This is an optimization exercise on Yosys and OpenROAD, whose aim is small area and few clock cycles, not a production implementation.
Where RTL was checked, it was by simulation tests only, not by an equivalence proof against the original.
Power figures rest on the tool's default switching activity, not on a simulated workload.

maple:
==> module byte_sel, before the edit <==
module byte_sel #(
    parameter   DSIZE   = 8,
    parameter   NSIZE   = 8
)(
    input  [NSIZE-1:0]          oh,
    input  [DSIZE*NSIZE-1:0]    din,
    output logic [DSIZE-1:0]    dout
);
always_comb begin
    dout = {DSIZE{1'b0}};
    for (int k = 0; k < NSIZE; k++)
        dout = dout | (din[DSIZE*k +: DSIZE] & {DSIZE{oh[k]}});
end
endmodule
==> flow/config.mk <==
export PLATFORM = sky130hd
export DESIGN_NAME = data_pipe_nto1
export DESIGN_NICKNAME = data_pipe_nto1
export VERILOG_FILES = /design/flow/design.v
export SDC_FILE = /design/flow/constraint.sdc
export NUM_CORES = 4
export LEC_CHECK = 0
export CAP_MARGIN = 20
export CORE_MARGIN = 2
export CORE_UTILIZATION = 40
export PLACE_DENSITY = 0.6
export SLEW_MARGIN = 20
export SYNTH_HIERARCHICAL = 1
==> flow/constraint.sdc <==
create_clock -name core_clock -period 5.0 [get_ports {clock}]
set_input_delay 1.0000 -clock core_clock [delete_from_list [all_inputs] [get_ports {clock}]]
set_output_delay 1.0000 -clock core_clock [all_outputs]
set_load 0.01 [all_outputs]
standard.sh (not shown) runs the stock make flow with config.mk's settings and CLKGATE_MAP_FILE= SYNTH_SCRIPT=/design/flow/synth_recipe.tcl, a recipe that flattens the netlist after the stock synthesis.
==> flow/flow/run.sh <==
#!/bin/bash
export BUFFER_PORTS_ARGS="-buffer_cell sky130_fd_sc_hd__buf_1"
export CTS_ARGS="-sink_clustering_enable -repair_clock_nets -dont_use_dummy_load -sink_clustering_size 32 -sink_clustering_max_diameter 200 -sink_clustering_levels 1 -buf_list sky130_fd_sc_hd__clkbuf_4 -root_buf sky130_fd_sc_hd__clkbuf_4"
bash standard.sh > standard.log 2>&1
The following lists how pine was set up differently from maple:
diff --git a/flow/design.v b/flow/design.v
--- a/flow/design.v
+++ b/flow/design.v
@@ -306,12 +306,25 @@
     parameter   NSIZE   = 8
 )(
     input  [NSIZE-1:0]          oh,
     input  [DSIZE*NSIZE-1:0]    din,
     output logic [DSIZE-1:0]    dout
 );
-always_comb begin
-    dout = {DSIZE{1'b0}};
-    for (int k = 0; k < NSIZE; k++)
-        dout = dout | (din[DSIZE*k +: DSIZE] & {DSIZE{oh[k]}});
-end
+genvar B;
+generate for (B = 0; B < DSIZE; B++) begin : g_bit
+    wire [NSIZE-1:0] d;
+    wire n0, n1, n2;
+    for (genvar K = 0; K < NSIZE; K++) begin : g_k
+        assign d[K] = din[DSIZE*K + B];
+    end
+    aoi222 u0 (.a(d[0]), .sa(oh[0]), .b(d[1]), .sb(oh[1]), .c(d[2]), .sc(oh[2]), .y(n0));
+    aoi222 u1 (.a(d[3]), .sa(oh[3]), .b(d[4]), .sb(oh[4]), .c(d[5]), .sc(oh[5]), .y(n1));
+    assign n2 = !((d[6] && oh[6]) || (d[7] && oh[7]));
+    assign dout[B] = !(n0 && n1 && n2);
+end endgenerate
+endmodule
+module aoi222 (
+    input   a, sa, b, sb, c, sc,
+    output  y
+);
+assign y = !((a && sa) || (b && sb) || (c && sc));
 endmodule
- Min overall via count from detail_route across maple and pine: maple
- maple → pine: power consumption has increased, global router's overall resource usage has increased, fmax has decreased.
- Against maple as the reference, pine delivers a lower synthesized cell count.
- [pine] sequential area share after synthesis rose 0.97 points relative to maple
- Diff maple -> pine | x dimension of the die | decrease of 0.46 microns
- Worst setup slack sits lower in pine than in maple.
- Across both runs, logic gate share of total power was higher for pine than for maple.
- Relative to maple, final worst-path cycle share has gone up in pine.
- Post-placement cell count ends up higher on maple.
- pine has worst hold slack below what maple had.
- Worst slack after detailed placement for pine is lower than for maple.
Testbench counts of pine, summed over its fixed seeds: cycles 25,600.
No functional check of the RTL was part of maple.


data_pipe_nto1, a different RTL version from the one above (not shown whole).
Size in the first run: about 78 I/O pins.
==> module data_pipe_nto1, before the edit <==
module data_pipe_nto1 #(
    parameter   DSIZE   = 8,
    parameter   NSIZE   = 8
)(
    input                           clock,
    input                           rst_n,
    input [DSIZE*NSIZE-1:0]         wr_data,
    input                           wr_vld,
    output logic                    wr_ready,
    output logic[DSIZE-1:0]         rd_data,
    output logic                    rd_vld,
    input                           rd_ready
);
localparam CW = 3;    
localparam SW = DSIZE*(NSIZE-1);
logic [CW-1:0]  cnt;
logic [SW-1:0]  st;          
logic [SW-1:0]  st_nxt;
logic           inv;         
logic           empty;
logic           fire;
logic           ld, sh, hd;
assign empty    = (cnt == {CW{1'b0}});
assign wr_ready = empty && rd_ready && rst_n;
assign rd_vld   = !empty || (wr_vld && wr_ready);
assign fire     = rd_vld && rd_ready;
generate for (genvar B = 0; B < DSIZE; B++) begin : g_out
    out_bit u_out (.w(wr_data[DSIZE*(NSIZE-1) + B]), .s(st[SW-DSIZE + B]), .inv(inv),
                   .pass(empty), .y(rd_data[B]));
end endgenerate
always @(posedge clock, negedge rst_n)
    if (!rst_n)     cnt <= {CW{1'b0}};
    else            cnt <= {cnt[2] ^ (fire && cnt[1] && cnt[0]),
                            cnt[1] ^ (fire && cnt[0]),
                            cnt[0] ^ fire};
assign ld = empty;
assign sh = !empty && rd_ready;
assign hd = !empty && !rd_ready;
genvar K;
generate for (K = 0; K < SW; K++) begin : g_st
    aoi222 u_nxt (.a(wr_data[K]), .sa(ld), .b(st[(K+SW-DSIZE) % SW]), .sb(sh),
                  .c(st[K]), .sc(hd), .y(st_nxt[K]));
end endgenerate
always @(posedge clock) begin
    st  <= st_nxt;
    inv <= empty || !inv;
end
endmodule
export LEC_CHECK = 0
export CAP_MARGIN = 20
export CORE_MARGIN = 2
export CORE_UTILIZATION = 40
export PLACE_DENSITY = 0.6
export SLEW_MARGIN = 20
export SYNTH_HIERARCHICAL = 1
create_clock -name core_clock -period 5.0 [get_ports {clock}]
Scripts as last shown in full above: flow/flow/run.sh
The starting point passed the timing, design-rule and antenna checks.
Testbench counts at the start, summed over its fixed seeds: cycles 25,600.
==> next run, changes <==
--- a/flow/design.v
+++ b/flow/design.v
@@ -298,7 +298,7 @@
                             cnt[0] ^ fire};
 assign ld = empty;
 assign sh = !empty && rd_ready;
-assign hd = !empty && !rd_ready;
+assign hd = !rd_ready;
 genvar K;
 generate for (K = 0; K < SW; K++) begin : g_st
     aoi222 u_nxt (.a(wr_data[K]), .sa(ld), .b(st[(K+SW-DSIZE) % SW]), .sb(sh),
The new run finished clean. Synthesized cell count is unchanged. Wire length goes down by 1.6%. Die area hardly moves. Combinational power fell by 8.8%. Setup slack is better by 150 ps. Critical path depth stays the same. Sequential power hardly moves. Non-clock buffer count does not change. First-iteration DRC count shrinks by 8.5%. Core utilization decreases by 0.10 points.
Testbench counts after the change, summed over its fixed seeds: cycles 25,600.

-- afterwards: timing with drivers on the ports --
In the flow no input, the clock included, has a driving cell. The finished layouts below were timed again as built, in two steps.
Step 1 assumes that a clkbuf_16 drives the clock port and a buf_2 every other input.
Step 2 also shifts input and output timing later by t, the mid clock arrival at the registers, as if the neighbouring blocks saw the same clock.
Three values: ideal, step 1, step 2; two values: the first two.
| run | shift t [ns] | slack for setup (ns) | latest minus earliest clock arrival (ns) |
|---|---|---|---|
| maple | 0.411 | 1.570 / 1.546 / 1.958 | 0.031 / 0.031 |
| pine | 0.404 | 1.416 / 1.393 / 1.797 | 0.024 / 0.024 |
| the first run of note 2 | 0.393 | 2.120 / 2.096 / 2.388 | 0.019 / 0.019 |
| the second run of note 2 | 0.402 | 2.269 / 2.245 / 2.421 | 0.021 / 0.021 |
After both steps setup and hold are still met in every run listed.
